Source: an optimization exercise on an open RTL-to-GDS flow (aim: small area). Production flows keep margins and buffers that such runs may drop. The RTL was checked by simulation tests, not by an equivalence proof against the original design. Power is estimated from default activity; no workload was simulated.

<file path="design/flow/run.sh">
#!/bin/bash
# synth_recipe.tcl (not shown) runs the flow's synth.tcl, then flattens the netlist and writes it again
# the make line also repeats each setting of config.mk as NAME=value (left out here)
make -C /OpenROAD-flow-scripts/flow DESIGN_CONFIG=/design/flow/config.mk WORK_HOME=/design/flow/orfs CLKGATE_MAP_FILE= SYNTH_SCRIPT=/design/flow/synth_recipe.tcl finish
</file>
<file path="design/flow/config.mk">
export PLATFORM = sky130hd
export DESIGN_NAME = uart_command_top
export DESIGN_NICKNAME = uart_command_top
export VERILOG_FILES = /design/flow/design.v
export SDC_FILE = /design/flow/constraint.sdc
export NUM_CORES = 4
export LEC_CHECK = 0
export CAP_MARGIN = 20
export CORE_MARGIN = 2
export CORE_UTILIZATION = 40
export SLEW_MARGIN = 20
</file>
<file path="design/flow/constraint.sdc">
create_clock -name core_clock -period 10.0 [get_ports {clk}]
set_input_delay 2.0000 -clock core_clock [delete_from_list [all_inputs] [get_ports {clk}]]
set_output_delay 2.0000 -clock core_clock [all_outputs]
set_load 0.01 [all_outputs]
</file>
<file path="design/flow/design.v">
`timescale 1ns/1ps
module uart_rx (
    input wire clk,   
    input wire rst,   
    input wire rx,    
    output reg [7:0] data_out,   
    output reg done   
);
    localparam [2:0]
        IDLE_STATE = 3'd0,
		  START_STATE = 3'd1,
		  DATA_STATE = 3'd2,
		  STOP_STATE = 3'd3,
	     DONE_STATE = 3'd4;
    reg [2:0] state;
	 reg [3:0] bit_cnt;
	 reg [3:0] baud_cnt;
    reg [7:0] rx_shift;
    always @(posedge clk or posedge rst) begin
        if (rst) begin
            state <= IDLE_STATE;
				data_out <= 8'd0;
				done <= 0;
            bit_cnt <= 0;
				baud_cnt <= 0;
				rx_shift <= 8'd0;
        end else begin
				case (state)
					IDLE_STATE: begin
						done <= 0;
						if (!rx) begin
							state <= START_STATE;
							baud_cnt <= 0;
						end
					end
                START_STATE: begin
                    if (baud_cnt == 4'd7) begin
                        if (!rx) begin
                            state <= DATA_STATE;
                            bit_cnt <= 0;
									 baud_cnt <= 0;
                        end else begin
                            state <= IDLE_STATE;
								end
                    end  else begin
							    baud_cnt <= baud_cnt + 1;
						  end
                end
                DATA_STATE: begin
                    if (baud_cnt == 4'd15) begin
								baud_cnt <= 0;
								rx_shift[bit_cnt] <= rx;
                        if (bit_cnt == 7)
                            state <= STOP_STATE;
								else
									bit_cnt <= bit_cnt + 1;
							end else begin
								 baud_cnt <= baud_cnt + 1;
							end
					 end
                STOP_STATE: begin
                    if (baud_cnt == 4'd15) begin
                            data_out <= rx_shift;
                            done <= 1;
									 state <= DONE_STATE;
                     end else begin
							    baud_cnt <= baud_cnt + 1;
							end
                end
                DONE_STATE: begin
							done <= 0;
							state <= IDLE_STATE;
					 end
      		    default: state <= IDLE_STATE;
             endcase
	     end
    end
endmodule
`timescale 1ns/1ps
module cdc_sync(
	input wire clk_dst,  
	input wire rst,      
	input wire signal_src,   
	output reg signal_dst    
);
	reg sync_ff1, sync_ff2;
	always @(posedge clk_dst or posedge rst) begin
		if(rst) begin
			sync_ff1 <= 1'b0;
			sync_ff2 <= 1'b0;
			signal_dst <= 1'b0;
		end else begin
			sync_ff1 <= signal_src;
			sync_ff2 <= sync_ff1;
			signal_dst <= sync_ff2;
		end
	end
endmodule
module fifo #(
	parameter DATA_WIDTH = 8,
	parameter DEPTH = 16
)(
	input wire clk,
	input wire rst,
	input wire wr_en,
	input wire rd_en,
	input wire [DATA_WIDTH-1:0] din,
	output reg [DATA_WIDTH-1:0] dout,
	output reg full,
	output reg empty
);
	localparam PTR_WIDTH = $clog2(DEPTH);
	reg [DATA_WIDTH-1:0] mem [0:DEPTH-1];
	reg [PTR_WIDTH-1:0] wr_ptr, rd_ptr;
	reg [PTR_WIDTH:0] count;
	always @(posedge clk or posedge rst) begin
	     if (rst) begin
		wr_ptr <= 0;
		rd_ptr <= 0;
		count <= 0;
		full <= 0;
		empty <= 1;
		dout <= 0;
	     end else begin
	         if (wr_en && !full) begin
	            mem[wr_ptr]  <= din;
	            wr_ptr <= wr_ptr + 1;
		    if (!(rd_en && !empty))
		       count <= count + 1;
		 end
		 if (rd_en && !empty) begin
		    dout <= mem[rd_ptr];
		    rd_ptr <= rd_ptr + 1;
		    if (!(wr_en && !full))
		       count <= count - 1;
		 end
		 full <= (count == DEPTH);
		 empty <= (count == 0);
	     end
	end
endmodule	
`timescale 1ns/1ps
module command_decoder(
	input wire clk,
	input wire rst,
	input wire valid,   
	input wire [7:0] cmd_in,  
	output reg [7:0] tx_data,   
	output reg tx_start,        
	output reg led_state,
   output reg [2:0] state	 
);
	localparam CMD_IDLE_STATE = 3'd0;
   localparam CMD_DECODE_STATE = 3'd1;
   localparam CMD_DONE_STATE = 3'd2;
   localparam CMD_LED_ON = 8'hA1;
	localparam CMD_LED_OFF= 8'hA2;
	localparam CMD_READ_STATUS = 8'hB1;
	localparam CMD_RESET = 8'hC1;
	localparam RESP_ACK = 8'h55;
	localparam RESP_NACK = 8'hEE;
	localparam RESP_RESET = 8'hAA;
	always @(posedge clk or posedge rst) begin
		if(rst) begin
			tx_start <= 0;
			tx_data <= 8'd0;
			led_state <= 0;
			state <= CMD_IDLE_STATE;
		end else begin
			tx_start <= 0;   
			state <= CMD_IDLE_STATE;
			if(valid) begin
				state <= CMD_DECODE_STATE;
				case (cmd_in)
					CMD_LED_ON: begin
						led_state <= 1;
						tx_data <= RESP_ACK;
						tx_start <= 1;
					end
					CMD_LED_OFF: begin
						led_state <= 0;
						tx_data <= RESP_NACK;
						tx_start <= 1;
					end
					CMD_READ_STATUS: begin
						tx_data <= {7'd0, led_state};  
						tx_start <= 1;
					end
					CMD_RESET: begin
						led_state <= 0;
						tx_data <= RESP_RESET;
						tx_start <= 1;
					end
					default: begin
						tx_data <= RESP_NACK;
						tx_start <= 1;
					end
				endcase
				state <= CMD_DONE_STATE;
			end
		end
	end
endmodule
`timescale 1ns/1ps
module uart_tx(
	input wire clk,   
	input wire rst,   
	input wire tx_start,   
	input wire [7:0] data_in,    
	output reg tx,    
	output reg busy,   
	output reg [2:0] state,
	input wire scan_enable,
	input wire scan_in,
	output wire scan_out
);
	localparam [2:0] IDLE_STATE = 3'd0;
   localparam [2:0] START_STATE = 3'd1;
	localparam [2:0] DATA_STATE = 3'd2;
	localparam [2:0] STOP_STATE = 3'd3;
	localparam [2:0] DONE_STATE = 3'd4;
	reg [3:0] bit_cnt;   
	reg [7:0] shift_reg;   
	reg [3:0] baud_cnt;   
	reg [7:0] scan_chain;
	assign scan_out = scan_chain[7];
	always @(posedge clk or posedge rst) begin
		if (rst) begin
			state <= IDLE_STATE;
			tx <= 1'b1;   
			busy <= 1'b0;
			bit_cnt <= 4'd0;
			baud_cnt <= 4'd0;
			shift_reg <= 8'd0;
			scan_chain <= 8'd0;
		end else begin
			 if (scan_enable) begin
			 scan_chain <= {scan_chain[6:0], scan_in};
		    end else begin
			     case (state)
				       IDLE_STATE: begin
					        tx <= 1'b1;
					        busy <= 1'b0;
					        if (tx_start) begin
						         shift_reg <= data_in;
						         state <= START_STATE;
						         busy <= 1'b1;
						         baud_cnt <= 4'd0;
					        end
				       end
				       START_STATE: begin
					         tx <= 1'b0;   
					         if (baud_cnt == 4'd15) begin
						          baud_cnt <= 0;
						          bit_cnt <= 0;
						          state <= DATA_STATE;
					         end else begin
								    baud_cnt <= baud_cnt + 1;
								end
						 end
                   DATA_STATE: begin
					        tx <= shift_reg[bit_cnt];
					        if (baud_cnt == 4'd15) begin
						         baud_cnt <= 0;
					         	if (bit_cnt == 7) 
							          state <= STOP_STATE;
						         else
							          bit_cnt <= bit_cnt + 1;
                       end else begin
							      baud_cnt <= baud_cnt + 1;
							  end
					    end
				       STOP_STATE: begin
					         tx <= 1'b1;  
		         			if (baud_cnt == 4'd15) begin
					           	baud_cnt <= 0;
					         	state <= DONE_STATE;
					         end else begin
								    baud_cnt <= baud_cnt + 1;	
								end 
					    end	
                   DONE_STATE: begin
					       busy <= 1'b0;   
					       state <= IDLE_STATE;
						 end
                   default: state <= IDLE_STATE;
              endcase
		    end
      end
	end
endmodule
`timescale 1ns/1ps
module uart_command_top(
	input wire clk,   
	input wire rst,   
	input wire rx,    
	output wire tx,   
	output wire led   
);
	wire [7:0] rx_data;
	wire rx_done;
	wire rx_done_sync;   
	uart_rx u_rx(
		.clk(clk),
		.rst(rst),
		.rx(rx),
		.data_out(rx_data),
		.done(rx_done)
	);
	cdc_sync u_cdc(
		.clk_dst(clk),
		.rst(rst),
		.signal_src(rx_done),
		.signal_dst(rx_done_sync)
	);
		wire fifo_empty, fifo_full;
		wire [7:0] fifo_dout;
		reg fifo_rd_en;
		fifo u_fifo (
			.clk(clk),
			.rst(rst),
			.wr_en(rx_done_sync),
			.rd_en(fifo_rd_en),
			.din(rx_data),
			.dout(fifo_dout),
			.full(fifo_full),
			.empty(fifo_empty)
		);
		wire [7:0] tx_data;
		wire tx_start;
		wire led_state;
		wire [2:0] cmd_state;   
		command_decoder u_cmd(
			.clk(clk),
			.rst(rst),
			.valid(!fifo_empty),
			.cmd_in(fifo_dout),
			.tx_data(tx_data),
			.tx_start(tx_start),
			.led_state(led_state),
			.state(cmd_state)
		);
		wire tx_busy;
		wire [2:0] tx_state;
		uart_tx u_tx(
			.clk(clk),
			.rst(rst),
			.tx_start(tx_start),
			.data_in(tx_data),
			.tx(tx),
			.busy(tx_busy),
			.state(tx_state),
			.scan_enable(1'b0),
			.scan_in(1'b0),
			.scan_out()
		);
		always @(*) begin
				fifo_rd_en = !fifo_empty && !tx_busy && tx_start;
		end
		assign led = led_state;
endmodule
</file>
==> results of run 1 <==
routing by layer:
metal / share of wire (%) / global-route usage (%)
met1: 44 / 24.9
met4: 2.9 / 5.05
met3: 6.7 / 2.65
met2: 47 / 28.0
met5: 0 / 0
final cells by class:
cell class | instances | share of cell area, %
Clock buffer | 30 | 6.31
Clock inverter | 11 | 0.838
Inverter | 20 | 0.787
Multi-Input combinational cell | 403 | 28.1
Sequential cell | 205 | 59.5
Tap cell | 275 | 3.55
Timing Repair Buffer | 11 | 0.954
Yosys cell counts, types with 4 or more instances:
library cell	count
nor2_1	39
a222oi_1	9
a31oi_1	4
xnor2_1	12
xor2_1	5
o21ai_0	37
dfrtp_1	75
a22oi_1	18
buf_2	18
o211ai_1	5
a211oi_1	10
a21oi_1	17
nand3b_1	4
o31ai_1	6
edfxtp_1	128
inv_1	20
nor2b_1	11
nand2b_1	7
nor3_1	15
clkbuf_1	9
mux2_2	24
a221oi_1	5
nand3_1	28
nand2_1	59
ha_1	18
nand4_1	5
and3_1	4
a22o_1	9
where the power goes:
group | switching, W | internal, W | total, W
sequential | 0.0000204 | 0.000904 | 0.000924
combinational | 0.0000365 | 0.0000272 | 0.0000637
clock | 0.000323 | 0.000456 | 0.000779
total | 0.000380 | 0.00139 | 0.00177
kinds of logic (layout without fill, tap and decap cells):
group / after synthesis / in the layout / share of synthesized area [%]
flip-flops: 205 / 205 / 66.4
buffers and inverters: 49 / 72 / 2.46
AND/OR/NAND/NOR: 194 / 194 / 11.2
adder cells (fa/ha/maj): 18 / 18 / 2.59
XOR/XNOR: 17 / 17 / 1.71
multiplexers: 29 / 29 / 3.89
AO/OA/AOI/OAI: 145 / 145 / 11.7
per-stage QoR:
step	worst slack, ns	area [um2]	hold slack (ns)	utilization, %
detailed placement	5.66	8990	0.336	42.5
floorplan	6.04	8690	0.331	-
finish	6.23	9700	0.347	45.9
global route	6.16	9700	0.366	45.9
global placement	5.73	8990	0.335	42.5
CTS	6.19	9690	0.350	45.8
worst max-delay path: stages:
cell             delay, ns
clkdlybuf4s50_1       0.43
nor2_1                0.35
nand2_1               0.26
nor3_1                0.86
path summary, 6_finish.rpt:
kind / start / cells past startpoint / slack, ns / to
max: rst / 4 / 6.23 / u_fifo.mem[2][7]
max in group asynchronous: rst / 3 / 7.22 / u_fifo.dout[0]
min in group asynchronous: rst / 2 / 1.69 / u_fifo.wr_ptr[0]
min reg2reg: u_cdc.sync_ff2 / 0 / 0.35 / u_cdc.signal_dst
min: u_cdc.sync_ff2 / 0 / 0.35 / u_cdc.signal_dst
max reg2reg: u_fifo.rd_ptr[0] / 7 / 7.00 / u_fifo.dout[6]
==> results by group, run 1 <==
Route
  • TritonRoute pass-1 iters: 5
  • Routed len/inst: slightly above 20 um
  • Drt drc: 0
  • Via count: approximately 5600
  • Antenna Nets Post-Route: 0
  • Post-DR vias/cell: 5.85
  • Final wirelength: about 20000 um
  • Iter 0 DRT Violations: about 650

STA
  • Setup violators final: 0
  • Final Skew: ~0.013 ns
  • Worst rel slew slack: between 20% and 30%
  • Worst Tran Pin Value: around 1.1 ns
  • Final Max Slew Viols: 0
  • Final hold vios: 0
  • Min Tclk post-route: roughly 3.8 ns
  • Fmax: 265 MHz
  • Final period utilization: 37.7%
  • Post-route setup TNS: 0 ns
  • RSZ-0062 raised after global routing: false

Global routing
  • First-pass GRT wire length: between 30000 and 40000 um
  • Gr usage total: between 15 and 20%
  • Total global routing overflow: 0
  • Number of global-route vias before repair: approximately 5400
  • Pin count of the biggest net entering global routing: 74
  • Initial antenna violation count: 0

Clock tree
  • CTS root buf: clkbuf_16
  • Clk latency of the worst-skew pair: approximately 0.5 ns
  • Max Root-Sink Buffers: 3
  • # clock sinks: about 210
  • Post CTS Setup Buffer Count: 0
  • H-Tree Level Count: 1
  • Clk slew on worst S/H paths: around 0.060 ns
  • CTS buffer count: 23
  • Hold-fix buffers, CTS: 0
  • Post-CTS sizing: 0
  • CTS tree: built

Logic synthesis
  • Ys Warns: 7
  • Top cell type's share of synthesized area: between 40% and 50%
  • Mapped Area: approximately 8700 um2
  • Share of the yosys chip area belonging to registers: 66.4%
  • Number of flops mapped to enable cells by yosys: 128
  • Syn avg cell area: around 13 um2
  • Synth area leaders: edfxtp_1 (44%), dfrtp_1 (22%), mux2_2 (3.1%)
  • Netlist cell types: between 60 and 70
  • Syn nets: roughly 680
  • Area leader, netlist: edfxtp_1
  • Yosys reg bits: a little over 200
  • Synth Instances: 657
  • Asr flop ratio synth: ~38%
  • Most used DFF post-synth: edfxtp_1

Setup path
  • Setup crit end kind: flop
  • Critical path launch point type: input pin
  • Arrival @ worst endpoint: slightly below 4 ns
  • Crit Path Class: in -> reg
  • Worst EP required: ~10 ns
  • Critical path fanouts, max: 8

Die
  • Core Rows: 53
  • Die area: ~23000 um2
  • Core area: ~21000 um2
  • Initial Util: 41.1%
  • Die width: ~150 um
  • Die Ht: approximately 150 um
  • I/O pin count: 5

Power
  • Cell area power density: between 150 and 200 nW/um2
  • Total power: 0.00177 W
  • Max VDD drop: approximately 0.099 mV
  • Leak Pwr: roughly 3.8 nW

Finish
  • Leading cell type in the layout, fill and taps excluded: edfxtp_1
  • Ant. Diodes: 0
  • Largest register FFs: roughly 130
  • P&R area growth vs syn: 11.6%
  • Layout cell share with drive strength beyond 1: roughly an eighth
  • Final std cells w/o fill: roughly 960
  • Most frequent cells in the layout: edfxtp_1 (128), dfrtp_1 (75), nand2_1 (59)
  • FILL cells: ~1800
  • Multi-input combinational cell area: 2720 um2
  • FF/Latch Area: 5770 um2
  • Fin nets: between 600 and 700

Placement
  • I/O Buffers: 4
  • Hpwl dp: 12500 um
  • GP Congestion: roughly 0.94
  • DP Cell Count: 914

Job
  • Max_cap viols: 0

Run status
  • Status: finished clean

Min path
  • Min-delay worst type: reg -> reg
==> run 2: changes to the inputs <==
==> design/flow/design.v (replaced) <==
`timescale 1ns/1ps
module uart_rx (
    input  wire       clk,
    input  wire       rst,
    input  wire       rx,
    output reg  [2:0] cls,
    output wire       done
);
    localparam [2:0] DEAD = 3'b000, G = 3'b111, A2 = 3'b100, B1 = 3'b001, C1 = 3'b110;
    reg  [7:0] c;
    wire       idle   = (c == 8'd247);
    wire       sample = !c[7] && (c[3:0] == 4'hf);
    assign done = (c == 8'd144);
    always @(posedge clk or posedge rst) begin
        if (rst)
            c <= 8'd247;
        else if (idle && rx)
            c <= c;
        else if ((c == 8'd255 && rx) || done)
            c <= 8'd247;
        else
            c <= c + 8'd1;
    end
    reg [2:0] nx;
    always @(*) begin
        nx = DEAD;
        case (c[6:4])
            3'd0: nx = rx ? G : A2;
            3'd1: if (rx == (cls == A2)) nx = cls;
            3'd2, 3'd3: if (!rx) nx = cls;
            3'd4: if (cls == G) nx = rx ? B1 : G;
                  else if (!rx) nx = cls;
            3'd5: if (cls == G) nx = rx ? G : C1;
                  else if (rx) nx = cls;
            3'd6: if (rx == (cls == C1)) nx = cls;
            3'd7: if (rx) nx = cls;
        endcase
    end
    always @(posedge clk)
        if (sample) cls <= nx;
endmodule
`timescale 1ns/1ps
module cdc_sync(
    input  wire clk,
    input  wire rst,
    input  wire done,
    input  wire full,
    output wire wr
);
    reg [2:0] p;
    always @(posedge clk or posedge rst) begin
        if (rst)
            p <= 3'd0;
        else case (p)
            3'd0: if (done) p <= 3'd1;
            3'd3: p <= full ? 3'd0 : 3'd4;
            3'd5: p <= 3'd0;
            default: p <= p + 3'd1;
        endcase
    end
    assign wr = (p == 3'd5);
endmodule
`timescale 1ns/1ps
module fifo (
    input  wire       clk,
    input  wire       rst,
    input  wire       wr,
    input  wire       rd,
    input  wire [2:0] din,
    output wire [2:0] q,
    output wire       full,
    output wire       nonempty
);
    reg [2:0] mem [0:15];
    reg [4:0] wp, rp;
    always @(posedge clk)
        if (wr) mem[wp[3:0]] <= din;
    always @(posedge clk or posedge rst) begin
        if (rst) begin
            wp <= 5'd0;
            rp <= 5'd0;
        end else begin
            if (wr) wp <= wp + 5'd1;
            if (rd) rp <= rp + 5'd1;
        end
    end
    wire eq = (wp[3:0] == rp[3:0]);
    assign full     = eq && (wp[4] != rp[4]);
    assign nonempty = !(eq && (wp[4] == rp[4]));
    assign q = mem[rp[3:0]];
endmodule
`timescale 1ns/1ps
module command_decoder(
    input  wire       clk,
    input  wire       rst,
    input  wire       upd,
    input  wire [2:0] q,
    output reg        led,
    output reg  [1:0] rc
);
    always @(posedge clk or posedge rst) begin
        if (rst) begin
            led <= 1'b0;
            rc  <= 2'b00;
        end else if (upd) begin
            rc <= q[1:0];
            if (q[2]) led <= q[0];
        end
    end
endmodule
`timescale 1ns/1ps
module uart_tx(
    input  wire       clk,
    input  wire       rst,
    input  wire       go,
    input  wire [1:0] rc,
    input  wire       led,
    output wire       tx,
    output wire       first
);
    reg [7:0] e;
    reg [2:0] code;
    wire idle = (e == 8'd238);
    assign first = (e == 8'd239);
    always @(posedge clk or posedge rst) begin
        if (rst)
            e <= 8'd238;
        else if (idle && !go)
            e <= e;
        else if (e == 8'd143)
            e <= 8'd238;
        else
            e <= e + 8'd1;
    end
    always @(posedge clk)
        if (idle) code <= {rc, led};
    wire [2:0] k = e[6:4];
    reg bit_v;
    always @(*) begin
        case (code[2:1])
            2'b11: bit_v = !k[0];
            2'b10: bit_v = k[0];
            2'b00: bit_v = k[1] | k[0];
            default: bit_v = code[0] && (k == 3'd0);
        endcase
    end
    assign tx = (e[7:4] == 4'hf) ? 1'b0 : (e[7] ? 1'b1 : bit_v);
endmodule
`timescale 1ns/1ps
module uart_command_top(
    input  wire clk,
    input  wire rst,
    input  wire rx,
    output wire tx,
    output wire led
);
    wire [2:0] cls, q;
    wire [1:0] rc;
    wire done, full, nonempty, wr, first;
    uart_rx u_rx(.clk(clk), .rst(rst), .rx(rx), .cls(cls), .done(done));
    cdc_sync u_cdc(.clk(clk), .rst(rst), .done(done), .full(full), .wr(wr));
    fifo u_fifo(.clk(clk), .rst(rst), .wr(wr), .rd(first), .din(cls), .q(q),
                .full(full), .nonempty(nonempty));
    command_decoder u_cmd(.clk(clk), .rst(rst), .upd(first), .q(q), .led(led), .rc(rc));
    uart_tx u_tx(.clk(clk), .rst(rst), .go(nonempty), .rc(rc), .led(led), .tx(tx), .first(first));
endmodule
==> run 2 against run 1 <==
  * Worst hold slack better by 0.11 ns
  * Non-clock buffer count down 5
  * Sequential power fell by 48%
  * Core utilization down 1.8 points
  * Sequential share of layout area down 5.1 points
  * Largest power group unchanged
  * Critical path depth increased by 2
  * Clock power fell by about 70%
  * Highest routed layer unchanged
==> results by group, run 2 <==
Run status
  • Status: finished clean

Logic synthesis
  • Synth Instances: approximately 330
  • Netlist cell types: 50
  • Synth cell count leaders: edfxtp_1 (54), nor2_1 (30), nand2_1 (24)
  • Most numerous cell in the Yosys netlist: edfxtp_1
  • Number of flops mapped to enable cells by yosys: 54
  • Most used DFF post-synth: edfxtp_1
  • Synth area leaders: edfxtp_1 (39%), dfrtp_1 (11%), dfstp_2 (8.2%)
  • Syn avg cell area: about 13 um2
  • Syn nets: ~350
  • Yosys reg bits: 86
  • Mapped Area: ~4200 um2
  • Asr flop ratio synth: a little under two fifths
  • Ys Warns: 5
  • Top cell type's share of synthesized area: about two fifths
  • Share of the yosys chip area belonging to registers: between 50% and 60%
  • Area leader, netlist: edfxtp_1

STA
  • Post-route setup TNS: 0 ns
  • RSZ-0062 raised after global routing: false
  • Min Tclk post-route: 4.01 ns
  • Worst Tran Pin Value: 0.750 ns
  • Final hold vios: 0
  • Worst rel slew slack: 50.0%
  • Final Max Slew Viols: 0
  • Setup violators final: 0
  • Final period utilization: roughly 40%
  • Fmax: 250 MHz
  • Final Skew: approximately 0.01 ns

Die
  • Die Ht: roughly 110 um
  • Core area: 10200 um2
  • Core Rows: 37
  • I/O pin count: 5
  • Die area: 11200 um2
  • Initial Util: between 40% and 50%
  • Die width: 106 um

Power
  • Max VDD drop: approximately 0.11 mV
  • Cell area power density: around 200 nW/um2
  • Leak Pwr: approximately 1.6 nW
  • Total power: between 0.0009 and 0.001 W

Global routing
  • Pin count of the biggest net entering global routing: 33
  • Initial antenna violation count: 0
  • Gr usage total: roughly 14%
  • Total global routing overflow: 0
  • First-pass GRT wire length: around 12000 um
  • Number of global-route vias before repair: approximately 2400

Clock tree
  • H-Tree Level Count: 3
  • Hold-fix buffers, CTS: 0
  • CTS root buf: clkbuf_8
  • Clk slew on worst S/H paths: approximately 0.08 ns
  • Clk latency of the worst-skew pair: between 0.3 and 0.4 ns
  • Post CTS Setup Buffer Count: 0
  • # clock sinks: 86
  • Post-CTS sizing: 0
  • CTS tree: built
  • CTS buffer count: 9
  • Max Root-Sink Buffers: 2

Finish
  • Leading cell type in the layout, fill and taps excluded: edfxtp_1
  • Fin nets: approximately 350
  • Most frequent cells in the layout: edfxtp_1 (54), nor2_1 (30), nand2_1 (24)
  • Layout cell share with drive strength beyond 1: between 10% and 20%
  • P&R area growth vs syn: 7.92%
  • Largest register FFs: 48
  • Ant. Diodes: 0

Route
  • Post-DR vias/cell: around 5.3
  • Iter 0 DRT Violations: around 170
  • Via count: 2512
  • Drt drc: 0
  • Antenna Nets Post-Route: 0
  • Routed len/inst: around 16 um
  • TritonRoute pass-1 iters: 4
  • Final wirelength: 7360 um

Setup path
  • Critical path launch point type: flop
  • Critical path fanouts, max: 10
  • Arrival @ worst endpoint: 2.01 ns
  • Setup crit end kind: output pin
  • R2r setup slk: between 7 and 8 ns
  • Crit Path Class: reg -> out
  • Worst EP required: 8.00 ns

Placement
  • GP Congestion: 0.795
  • Hpwl dp: 4930 um
  • I/O Buffers: 4

Job
  • Max_cap viols: 0

Min path
  • Min-delay worst type: reg -> reg
-- run 2: changes by cell type in the layout (fill, tap and decap cells not counted), moves of 10 or more --
cell	previous run	this run
mux2_2	24	4
dfrtp_1	75	19
edfxtp_1	128	54
o21ai_0	37	10
a22oi_1	18	2
clkbuf_8	1	11
clkbuf_16	23	1
nand2_1	59	24
dfstp_2	2	13
-- run 2: kinds of logic (layout without fill, tap and decap cells) --
group,count (synthesis),in the layout,synth area share [%]
AO/OA/AOI/OAI,41,41,6.45
XOR/XNOR,20,20,4.22
adder cells (fa/ha/maj),13,13,3.92
buffers and inverters,31,34,3.19
flip-flops,86,86,58.7
multiplexers,25,25,9.67
AND/OR/NAND/NOR,115,115,13.9
-- run 2: area by class of cell --
cell class / instances / area, um2
Fill cell: 939 / 5700
Sequential cell: 86 / 2440
Multi-Input combinational cell: 214 / 1580
Clock buffer: 16 / 191
Tap cell: 136 / 170
Timing Repair Buffer: 6 / 55.1
Inverter: 12 / 45.0
-- run 2: through the flow --
step | hold slack, ns | setup WS (ns) | instance area (um2) | std cells | utilization (%)
2_1_floorplan | 0.421 | 6.71 | 4150 | 331 | -
3_3_place_gp | 0.433 | 6.21 | 4290 | 454 | 42.1
3_5_place_dp | 0.438 | 6.11 | 4290 | 454 | 42.1
4_1_cts | 0.458 | 5.97 | 4480 | 470 | 44.0
5_1_grt | 0.479 | 5.87 | 4480 | 470 | 44.0
6_report | 0.454 | 5.99 | 4480 | 470 | 44.0
-- run 2: final timing paths --
kind / startpoint / endpoint / cells after the start
worst max-delay path: u_tx.e[5] / tx / 6
worst min-delay path: u_cmd.rc[0] / u_tx.code[1] / 0
worst max register to register: u_fifo.rp[0] / u_cmd.rc[1] / 3
worst min register to register: u_cmd.rc[0] / u_tx.code[1] / 0
max in group asynchronous: rst / u_tx.e[5] / 3
min in group asynchronous: rst / u_rx.c[3] / 3
-- run 2: report_power, final --
| group | internal, W | switching, W | total, W |
|---|---|---|---|
| sequential | 0.000427 | 0.0000579 | 0.000485 |
| combinational | 0.0000821 | 0.000100 | 0.000182 |
| clock | 0.000120 | 0.000113 | 0.000233 |
-- run 2: metal layers --
metal  share of wire (%)  track usage [%]  vias to the layer above
met5                   0                0                        -
met3                 3.3             2.64                       14
met1                  49             19.8                     1234
met2                  46             21.8                       54
li1                    -                -                     1210
met4                 2.0             5.92                        0
-- run 2: worst max-delay path: stages, from the launching register on --
cell and delay, ns:
dfstp_2 0.63, nor2_1 0.07, a21oi_1 0.15, o21ai_0 0.09, a21oi_1 0.16, a41oi_1 0.06
clkdlybuf4s50_1 0.50
==> run 3: changes to the inputs <==
==> design/flow/design.v (replaced) <==
`timescale 1ns/1ps
module uart_rx (
    input  wire       clk,
    input  wire       rst,
    input  wire       rx,
    output reg  [2:0] cls,
    output wire       done
);
    localparam [2:0] DEAD = 3'b000, G = 3'b111, A2 = 3'b100, B1 = 3'b001, C1 = 3'b110;
    reg  [7:0] c;
    wire       idle  = (c == 8'd0);
    wire       at8   = (c[3:0] == 4'd8);
    wire       check = at8 && (c[7:4] == 4'd0);
    wire       sample = at8 && (c[7:4] != 4'd0) && !(c[7] && c[4]);
    assign done = c[7] && c[4] && c[3] && c[0];    
    always @(posedge clk or posedge rst) begin
        if (rst)
            c <= 8'd0;
        else if ((check && rx) || done)
            c <= 8'd0;
        else
            c <= c + {7'd0, !(idle && rx)};
    end
    reg [2:0] nx;
    always @(*) begin
        nx = DEAD;
        case (c[7:4])
            4'd1: nx = rx ? G : A2;
            4'd2: if (rx == (cls == A2)) nx = cls;
            4'd3, 4'd4: if (!rx) nx = cls;
            4'd5: if (cls == G) nx = rx ? B1 : G;
                  else if (!rx) nx = cls;
            4'd6: if (cls == G) nx = rx ? G : C1;
                  else if (rx) nx = cls;
            4'd7: if (rx == (cls == C1)) nx = cls;
            default: if (rx) nx = cls;
        endcase
    end
    always @(posedge clk)
        if (sample) cls <= nx;
endmodule
`timescale 1ns/1ps
module cdc_sync(
    input  wire clk,
    input  wire rst,
    input  wire done,
    input  wire full,
    output wire wr
);
    reg [2:0] p;
    always @(posedge clk or posedge rst) begin
        if (rst)
            p <= 3'd0;
        else begin
            p[0] <= !p[2] && (p[0] || done);
            p[1] <= p[0] && !(p[2] && full);
            p[2] <= p[1] && !(p[2] && p[0] && full);
        end
    end
    assign wr = p[2] && !p[1];
endmodule
`timescale 1ns/1ps
module fifo (
    input  wire       clk,
    input  wire       rst,
    input  wire       wr,
    input  wire       rd,
    input  wire [2:0] din,
    output wire [2:0] q,
    output wire       full,
    output wire       nonempty
);
    reg [2:0] mem [0:15];
    reg [4:0] k;
    integer i;
    always @(posedge clk)
        if (wr) begin
            mem[0] <= din;
            for (i = 1; i < 16; i = i + 1) mem[i] <= mem[i-1];
        end
    always @(posedge clk or posedge rst) begin
        if (rst)
            k <= 5'b11111;
        else if (wr && !rd)
            k <= k + 5'd1;
        else if (rd && !wr)
            k <= k - 5'd1;
    end
    assign full     = (k == 5'd15);
    assign nonempty = !k[4];
    assign q = mem[k[3:0]];
endmodule
`timescale 1ns/1ps
module command_decoder(
    input  wire       clk,
    input  wire       rst,
    input  wire       upd,
    input  wire [2:0] q,
    output reg        led,
    output reg  [1:0] rc
);
    always @(posedge clk or posedge rst) begin
        if (rst) begin
            led <= 1'b0;
            rc  <= 2'b00;
        end else if (upd) begin
            rc <= q[1:0];
            if (q[2]) led <= q[0];
        end
    end
endmodule
`timescale 1ns/1ps
module uart_tx(
    input  wire       clk,
    input  wire       rst,
    input  wire       go,
    input  wire [1:0] rc,
    input  wire       led,
    output wire       tx,
    output wire       first
);
    reg [7:0] e;
    reg [2:0] code;
    wire idle = (e == 8'd0);
    wire last = e[7] && e[5] && (e[3:0] == 4'hf);    
    assign first = (e[7:4] == 4'd0) && (e[3:0] == 4'hf);
    always @(posedge clk or posedge rst) begin
        if (rst)
            e <= 8'd0;
        else if (idle)
            e <= go ? 8'd15 : 8'd0;
        else if (last)
            e <= 8'd0;
        else
            e <= e + 8'd1;
    end
    always @(posedge clk)
        if (idle) code <= {rc, led};
    wire [3:0] h = e[7:4];
    reg bit_v;
    always @(*) begin
        case (code[2:1])
            2'b11: bit_v = !h[0];
            2'b10: bit_v = h[0];
            2'b00: bit_v = !h[1] | h[0];
            default: bit_v = code[0] && (h == 4'd2);
        endcase
    end
    assign tx = (h == 4'd1) ? 1'b0 : ((h >= 4'd2 && h <= 4'd9) ? bit_v : 1'b1);
endmodule
`timescale 1ns/1ps
module uart_command_top(
    input  wire clk,
    input  wire rst,
    input  wire rx,
    output wire tx,
    output wire led
);
    wire [2:0] cls, q;
    wire [1:0] rc;
    wire done, full, nonempty, wr, first;
    uart_rx u_rx(.clk(clk), .rst(rst), .rx(rx), .cls(cls), .done(done));
    cdc_sync u_cdc(.clk(clk), .rst(rst), .done(done), .full(full), .wr(wr));
    fifo u_fifo(.clk(clk), .rst(rst), .wr(wr), .rd(first), .din(cls), .q(q),
                .full(full), .nonempty(nonempty));
    command_decoder u_cmd(.clk(clk), .rst(rst), .upd(first), .q(q), .led(led), .rc(rc));
    uart_tx u_tx(.clk(clk), .rst(rst), .go(nonempty), .rc(rc), .led(led), .tx(tx), .first(first));
endmodule
==> run 3 against run 2 <==
  * Critical path depth is 2 lower
  * Synthesized area is 7.0% lower
  * Worst hold slack worse by 0.017 ns
  * Routed wire length is 9.2% lower
  * Flip-flop and latch count is 5 lower
  * Critical endpoint unchanged
  * Largest power group unchanged
  * Highest routed layer unchanged
==> results by group, run 3 <==
Logic synthesis
  • Area leader, netlist: edfxtp_1
  • Synth cell count leaders: edfxtp_1 (54), nor2_1 (28), nand2_1 (23)
  • Netlist cell types: between 60 and 70
  • Yosys reg bits: 81
  • Share of the yosys chip area belonging to registers: 59.6%
  • Number of flops mapped to enable cells by yosys: 54
  • Synth Instances: 308
  • Most numerous cell in the Yosys netlist: edfxtp_1
  • Mapped Area: just under 4000 um2
  • Asr flop ratio synth: about a third
  • Syn nets: ~320
  • Most used DFF post-synth: edfxtp_1
  • Synth area leaders: edfxtp_1 (42%), dfrtp_1 (14%), dfstp_2 (3.4%)
  • Ys Warns: 6
  • Syn avg cell area: 12.5 um2
  • Top cell type's share of synthesized area: a little over two fifths

Finish
  • Multi-input combinational cell area: between 1000 and 1500 um2
  • FF/Latch Area: 2300 um2
  • Leading cell type in the layout, fill and taps excluded: edfxtp_1
  • Fin nets: approximately 320
  • FILL cells: around 870
  • Ant. Diodes: 0
  • Most frequent cells in the layout: edfxtp_1 (54), nor2_1 (28), nand2_1 (23)
  • Final std cells w/o fill: around 440
  • Layout cell share with drive strength beyond 1: between 10% and 20%
  • P&R area growth vs syn: 8.71%
  • Largest register FFs: 48

STA
  • Final period utilization: 38.6%
  • Final Max Slew Viols: 0
  • Worst Tran Pin Value: roughly 0.63 ns
  • Setup WS post-layout: just over 6 ns
  • Final Skew: between 0.01 and 0.015 ns
  • Fmax: 259 MHz
  • Min Tclk post-route: 3.86 ns
  • Post-route setup TNS: 0 ns
  • Final hold vios: 0
  • Worst rel slew slack: around 58%
  • RSZ-0062 raised after global routing: false
  • Setup violators final: 0

Global routing
  • First-pass GRT wire length: 11500 um
  • Number of global-route vias before repair: between 2000 and 2500
  • Total global routing overflow: 0
  • Gr usage total: approximately 14%
  • GR Util met1: between 10% and 20%
  • Met2 usage: a little under a quarter
  • Initial antenna violation count: 0
  • Grt peak-use layer: met2
  • Pin count of the biggest net entering global routing: 50
  • M3 GR Usage: 3.90%

Setup path
  • Critical path fanouts, max: 8
  • Setup crit end kind: output pin
  • Reg-to-Reg Start: u_cdc.p[2]
  • Arrival @ worst endpoint: between 1.5 and 2 ns
  • Reg-to-reg endpoint: u_fifo.k[4]
  • Critical path launch point type: flop
  • Register-to-Register Path Depth: 10
  • Crit Path Class: reg -> out
  • Worst EP required: roughly 8.0 ns
  • R2r setup slk: about 7.4 ns

Die
  • Core area: 9280 um2
  • I/O pin count: 5
  • Core Rows: 35
  • Die width: approximately 100 um
  • Die Ht: between 100 and 150 um
  • Initial Util: a little over two fifths
  • Die area: between 10000 and 15000 um2

Min path
  • Hold depth: 0
  • Min-Delay Endpoint: u_fifo.mem[4][0]
  • Hold path startpoint: u_fifo.mem[3][0]
  • Min-delay worst type: reg -> reg

Clock tree
  • CTS tree: built
  • H-Tree Level Count: 3
  • Post CTS Setup Buffer Count: 0
  • CTS root buf: clkbuf_8
  • Post-CTS sizing: 0
  • Clk slew on worst S/H paths: 0.08 ns
  • Clk latency of the worst-skew pair: between 0.3 and 0.4 ns
  • CTS buffer count: 9
  • Hold-fix buffers, CTS: 0
  • # clock sinks: 81
  • Max Root-Sink Buffers: 2

Power
  • Total power: 0.000613 W
  • Leak Pwr: between 1.5 and 2 nW
  • Max VDD drop: 0.0755 mV
  • Cell area power density: 146 nW/um2

Route
  • Final wirelength: between 6000 and 7000 um
  • Iter 0 DRT Violations: 79
  • Drt drc: 0
  • Via count: around 2300
  • Post-DR vias/cell: between 5 and 6
  • TritonRoute pass-1 iters: 4
  • Routed len/inst: roughly 15 um
  • Antenna Nets Post-Route: 0

Run status
  • Status: finished clean

Placement
  • DP Cell Count: 425
  • Place WS: between 6 and 7 ns
  • I/O Buffers: 4
  • Hpwl dp: 4360 um
  • GP Congestion: 0.810

Job
  • Max_cap viols: 0
==> run 3: power breakdown <==
part	switching [W]	internal [W]
clock	0.000113	0.000140
sequential	0	0.000354
combinational	0.00000311	0.00000183
total	0.000117	0.000496
==> run 3: logic make-up after synthesis <==
| family | synth area share, % |
|---|---|
| fa+ha+maj | 3.43 |
| xor+xnor | 3.86 |
| mux | 4.50 |
| flops | 59.6 |
| compound gates | 10.9 |
| buf+inv | 3.92 |
| simple gates | 13.7 |
==> run 3: layout make-up <==
| type | instances | share of cell area, % |
|---|---|---|
| sequential | 81 | 54.9 |
| multi-input combinational | 198 | 33.7 |
| tap | 129 | 3.84 |
| clock buffer | 11 | 3.13 |
| clock inverter | 5 | 1.91 |
| timing repair buffer | 6 | 1.49 |
| inverter | 12 | 1.07 |
==> run 3: per-stage QoR <==
stage / instance area, um2 / util (%) / hold WS, ns
floorplan: 3860 / - / 0.417
global placement: 3970 / 42.8 / 0.423
detailed placement: 3970 / 42.8 / 0.423
CTS: 4180 / 45.1 / 0.440
global route: 4200 / 45.2 / 0.459
finish: 4200 / 45.2 / 0.437
==> run 3: how the worst max path moves through the flow <==
stage / start / endpoint / slack [ns] / cells past startpoint
final: u_tx.e[5] / tx / 6.14 / 4
after global routing: u_tx.e[5] / tx / 6.07 / 4
after CTS: u_tx.e[5] / tx / 6.11 / 4
after detailed placement: rx / u_rx.c[5] / 6.12 / 8
after global placement: rx / u_rx.c[7] / 6.13 / 8
after floorplan: u_cdc.p[1] / u_fifo.k[4] / 5.75 / 9
==> run 3: layer usage <==
metal / wire length [um] / vias to the layer above
li1: - / 1139
met1: 3310 / 1123
met2: 3130 / 20
met3: 143 / 11
met4: 103 / 0
met5: 0 / -
==> run 3: critical path: stages, from the launching register on <==
cell and delay [ns]:
dfrtp_1 0.48, nor3_1 0.21, a221oi_1 0.06, o211ai_1 0.18, clkdlybuf4s50_1 0.58

## static timing again, ports no longer ideal
The results above use ideal ports. As a check the final layouts listed here were re-extracted and re-timed, cells and wires unchanged.
Step 1, drivers: a clkbuf_16 drives clk and a buf_2 each remaining input, both assumed.
Step 2 times the ports against the registers' clock, not the clock port: input delays grow and output delays shrink by t, the midpoint of the rising clock arrivals with the driver on.
a / b / c = ideal ports / drivers / drivers and shift; a / b = the first two.
| run | t, ns | setup WS [ns] | worst setup path after step 2 | clock arrival spread, ns | worst data-port slew with drivers (ns) |
|---|---|---|---|---|---|
| run 1 | 0.551 | 6.226 / 6.245 / 5.694 | input to register | 0.014 / 0.014 | 0.03 |
| run 2 | 0.372 | 5.994 / 5.964 / 6.119 | input to register | 0.011 / 0.010 | 0.03 |
| run 3 | 0.371 | 6.145 / 6.113 / 6.102 | input to register | 0.012 / 0.013 | 0.03 |
After both steps every run listed still meets setup and hold. The setup slack of run 1, which loses most, moves by +0.019 ns with the drivers and by -0.532 ns with both steps.
